Background: an optimization exercise with open tools, aiming at small area and a short achievable clock period. Do not read the settings as production practice. Only simulation tests tie the RTL to the original design; equivalence was not proved. Power and IR drop assume default switching activity.

== red ==
// cpu
module cpu (
    input  logic        clk,
    input  logic        a_reset_n,
    output logic [11:0] imem_addr,
    input  logic [31:0] imem_rdata,
    output logic [30:0] dmem_addr,
    output logic        dmem_we,
    output logic [31:0] dmem_wdata,
    input  logic [31:0] dmem_rdata
);
    logic [31:0] ins;
    assign ins = imem_rdata;
    logic [6:0] opc;
    logic [2:0] f3;
    logic [4:0] rd, rs1, rs2;
    assign opc = ins[6:0];
    assign f3  = ins[14:12];
    assign rd  = ins[11:7];
    assign rs1 = ins[19:15];
    assign rs2 = ins[24:20];
    logic is_lui, is_auipc, is_jal, is_jalr, is_br, is_load, is_store, is_opimm, is_op;
    assign is_lui   = ins[5] & ins[4] & ins[2];
    assign is_auipc = ~ins[5] & ins[4] & ins[2];
    assign is_jal   = ins[6] & ins[3];
    assign is_jalr  = ins[6] & ~ins[3] & ins[2];
    assign is_br    = ins[6] & ~ins[2];
    assign is_load  = ~ins[6] & ~ins[5] & ~ins[4];
    assign is_store = ~ins[6] & ins[5] & ~ins[4];
    assign is_opimm = ~ins[5] & ins[4] & ~ins[2];
    assign is_op    = ins[5] & ins[4] & ~ins[2];
    logic [31:0] imm_i, imm_s, imm_u;
    logic [11:0] imm_b, imm_j;           
    assign imm_i = {{20{ins[31]}}, ins[31:20]};
    assign imm_s = {{20{ins[31]}}, ins[31:25], ins[11:7]};
    assign imm_u = {ins[31:12], 12'b0};
    assign imm_b = {ins[7],  ins[30:25], ins[11:8], 1'b0};
    assign imm_j = {ins[20], ins[30:21], 1'b0};
    logic [31:0] regs [1:31];
    logic [31:1] valid;
    logic [31:1] wsel;
    logic [31:0] wdata;
    logic        rf_we;
    assign rf_we = ~(is_br | is_store);        
    rf_wdec wdec (.we(rf_we), .rd(rd), .wsel(wsel));
    always_ff @(posedge clk, negedge a_reset_n) begin
        if (~a_reset_n) valid <= '0;
        else            valid <= valid | wsel;
    end
    for (genvar k = 1; k < 32; k++) begin : g_reg
        always_ff @(posedge clk) begin
            if (wsel[k]) regs[k] <= wdata;
        end
    end
    logic [31:0] a, b, a_addr;
    logic [31:1] sel_a, sel_b;
    rf_dec dec_a (.rs(rs1), .valid(valid), .sel(sel_a));
    rf_dec dec_b (.rs(rs2), .valid(valid & {31{ins[5]}}), .sel(sel_b));
    for (genvar i = 0; i < 32; i++) begin : g_bit
        logic [31:1] col;
        for (genvar k = 1; k < 32; k++) begin : g_col
            assign col[k] = regs[k][i];
        end
        rf_mux_fast mux_a (.sel(sel_a), .d(col), .y(a_addr[i]), .y2(a[i]));
  ...
export LEC_CHECK = 0
export CAP_MARGIN = 20
export CORE_MARGIN = 2
export CORE_UTILIZATION = 50
export CTS_BUF_LIST = sky130_fd_sc_hd__clkbuf_8
export CTS_CLUSTER_DIAMETER = 45
export CTS_CLUSTER_SIZE = 12
export SLEW_MARGIN = 20
export SYNTH_HIERARCHICAL = 1
export SYNTH_MINIMUM_KEEP_SIZE = 0
export TNS_END_PERCENT = 5
create_clock -name core_clock -period 14.0 [get_ports {clk}]
standard.sh (not shown) runs the stock make flow with config.mk's settings and CLKGATE_MAP_FILE= SYNTH_SCRIPT=/design/flow/synth_recipe.tcl, a recipe that flattens the netlist after the stock synthesis.
==> flow/flow/run.sh <==
#!/bin/bash
# The standard layout, except that:
#  - the port buffers are plain buffers (buf_4) rather than the delay buffers
#    buffer_ports picks by default, so that timing repair can size them;
#  - clock tree synthesis adds no dummy loads.
set -euo pipefail
CTS="-sink_clustering_enable -repair_clock_nets -dont_use_dummy_load"
CTS="$CTS -sink_clustering_size 12 -sink_clustering_max_diameter 45"
CTS="$CTS -buf_list sky130_fd_sc_hd__clkbuf_8"
export BUFFER_PORTS_ARGS="-buffer_cell sky130_fd_sc_hd__buf_4"
export CTS_ARGS="$CTS"
bash standard.sh BUFFER_PORTS_ARGS="$BUFFER_PORTS_ARGS" CTS_ARGS="$CTS" SETUP_SLACK_MARGIN=6 finish > standard.log 2>&1
Modified inputs, blue compared to red
- TNS_END_PERCENT now 20, was 5
- CORE_UTILIZATION now 55, was 50
-- flow/flow/run.sh --
<<< red, line 12
bash standard.sh BUFFER_PORTS_ARGS="$BUFFER_PORTS_ARGS" CTS_ARGS="$CTS" SETUP_SLACK_MARGIN=6 finish > standard.log 2>&1
>>> blue, line 12
bash standard.sh BUFFER_PORTS_ARGS="$BUFFER_PORTS_ARGS" CTS_ARGS="$CTS" SETUP_SLACK_MARGIN=5.5 finish > standard.log 2>&1
==> comparison <==
Across both runs, worst hold slack was lower for blue than for red.
Clock period minus worst slack (higher): blue
Going from red to blue, final area shrank slightly.
On sum of net half-perimeters after detailed placement, the higher figure sits with red, not blue.
Switching share of power essentially unchanged between red and blue.
--- input diff blue..green ---
- CORE_UTILIZATION now 50, was 55
Results
green finished every step from synthesis to the final layout, and the layout passed the timing, DRC and antenna checks. The run showing the greater number of detailed-routing iterations run before antenna repair is blue. green vs. blue: number of vias in the routed layout down 257, length in cells of the worst reg-to-reg path was more or less identical, cell area after layout roughly the same, power of the clock network rose by about 4%. Critical path depth, green and blue, higher one = green. On worst setup slack, the higher figure sits with green, not blue.
diff inputs: green => orange
- changing CTS_CLUSTER_DIAMETER from 45 to 50
- changing CTS_CLUSTER_SIZE from 12 to 16
-- flow/flow/run.sh --
<<< green, line 8
CTS="$CTS -sink_clustering_size 12 -sink_clustering_max_diameter 45"
>>> orange, line 8
CTS="$CTS -sink_clustering_size 16 -sink_clustering_max_diameter 50"
### Flow results
- Run comparison: orange uppermost signal routing layer after detailed routing met4; green uppermost signal routing layer after detailed routing met5
- The normalized max-slew margin reported for orange is greater than that of green by 2.3 points.
- Global-route wire length before repair: orange higher than green
- [diff] cell area, orange relative to green: improvement
- Taking green as the reference, in orange proportion of cell area spent on the clock network went down by 0.26 points; post-detailed-route via-to-cell ratio was more or less identical; total iterations of the first detailed-routing run went up by 3; cell count was more or less identical.

---

cpu, a different RTL version from the one above (not shown whole).
For scale: ~3500 cells after synthesis, roughly 140 I/O pins, roughly 0.049 mm2 of cells after synthesis.
Settings: LEC_CHECK=0, CAP_MARGIN=20, CORE_MARGIN=2, CORE_UTILIZATION=70, CTS_BUF_LIST=sky130_fd_sc_hd__clkbuf_8, CTS_CLUSTER_DIAMETER=60, CTS_CLUSTER_SIZE=20, SETUP_SLACK_MARGIN=5, SLEW_MARGIN=20, SYNTH_HIERARCHICAL=1, SYNTH_MINIMUM_KEEP_SIZE=0, TNS_END_PERCENT=20; clock period 14.0 ns.
run.sh (not shown) runs the stock make flow with config.mk's settings and CLKGATE_MAP_FILE= SYNTH_SCRIPT=/design/flow/synth_recipe.tcl, a recipe that flattens the netlist after the stock synthesis.
Stock flow here: none of the scripts above is used.
The first run failed in global routing (5_1_grt) with GRT-0232.
Change:
CORE_UTILIZATION = 60   (was 70)
CTS_CLUSTER_DIAMETER = not set   (was 60)
CTS_CLUSTER_SIZE = not set   (was 20)
TNS_END_PERCENT = not set   (was 20)
The new run produced a clean layout.
Synthesized area does not change.
Synthesized cell count is unchanged.

## what the ideal ports hide
The flow's constraints put no driver on any port. The routed layouts listed below were extracted and timed again, unchanged, in two steps.
Step 1 (the two cells are an assumption about what drives the block):
set clk [get_ports {clk}]
set_driving_cell -lib_cell sky130_fd_sc_hd__clkbuf_16 $clk
set_driving_cell -lib_cell sky130_fd_sc_hd__buf_2 [delete_from_list [all_inputs] $clk]
Step 2 moves the port delays by t, midway between the first and last clock arrival at a register: inputs arrive t later, outputs are due t later. That takes back most of the time a late clock gives input paths.
a / b / c = ideal ports / drivers / drivers and shift; a / b = the first two.
run | t, ns | setup WS [ns] | hold WS [ns] | worst register clock-pin slew, ns | cell pins on the clock port's net
red | 0.848 | 5.382 / 5.317 / 5.193 | 0.496 / 0.496 / 0.496 | 0.09 / 0.09 | 1
blue | 0.844 | 5.315 / 5.294 / 4.600 | 0.479 / 0.479 / 0.479 | 0.09 / 0.09 | 1
green | 0.846 | 5.386 / 5.218 / 4.797 | 0.494 / 0.494 / 0.494 | 0.08 / 0.08 | 1
orange | 0.838 | 5.370 / 5.321 / 4.702 | 0.496 / 0.496 / 0.496 | 0.10 / 0.10 | 1
the second run of note 2 | 0.916 | 4.614 / 4.399 / 3.970 | 0.488 / 0.488 / 0.488 | 0.09 / 0.09 | 1
After both steps every run listed still meets setup and hold. For blue, which loses most, drivers alone change the setup slack by -0.021 ns; drivers and shift together by -0.715 ns.
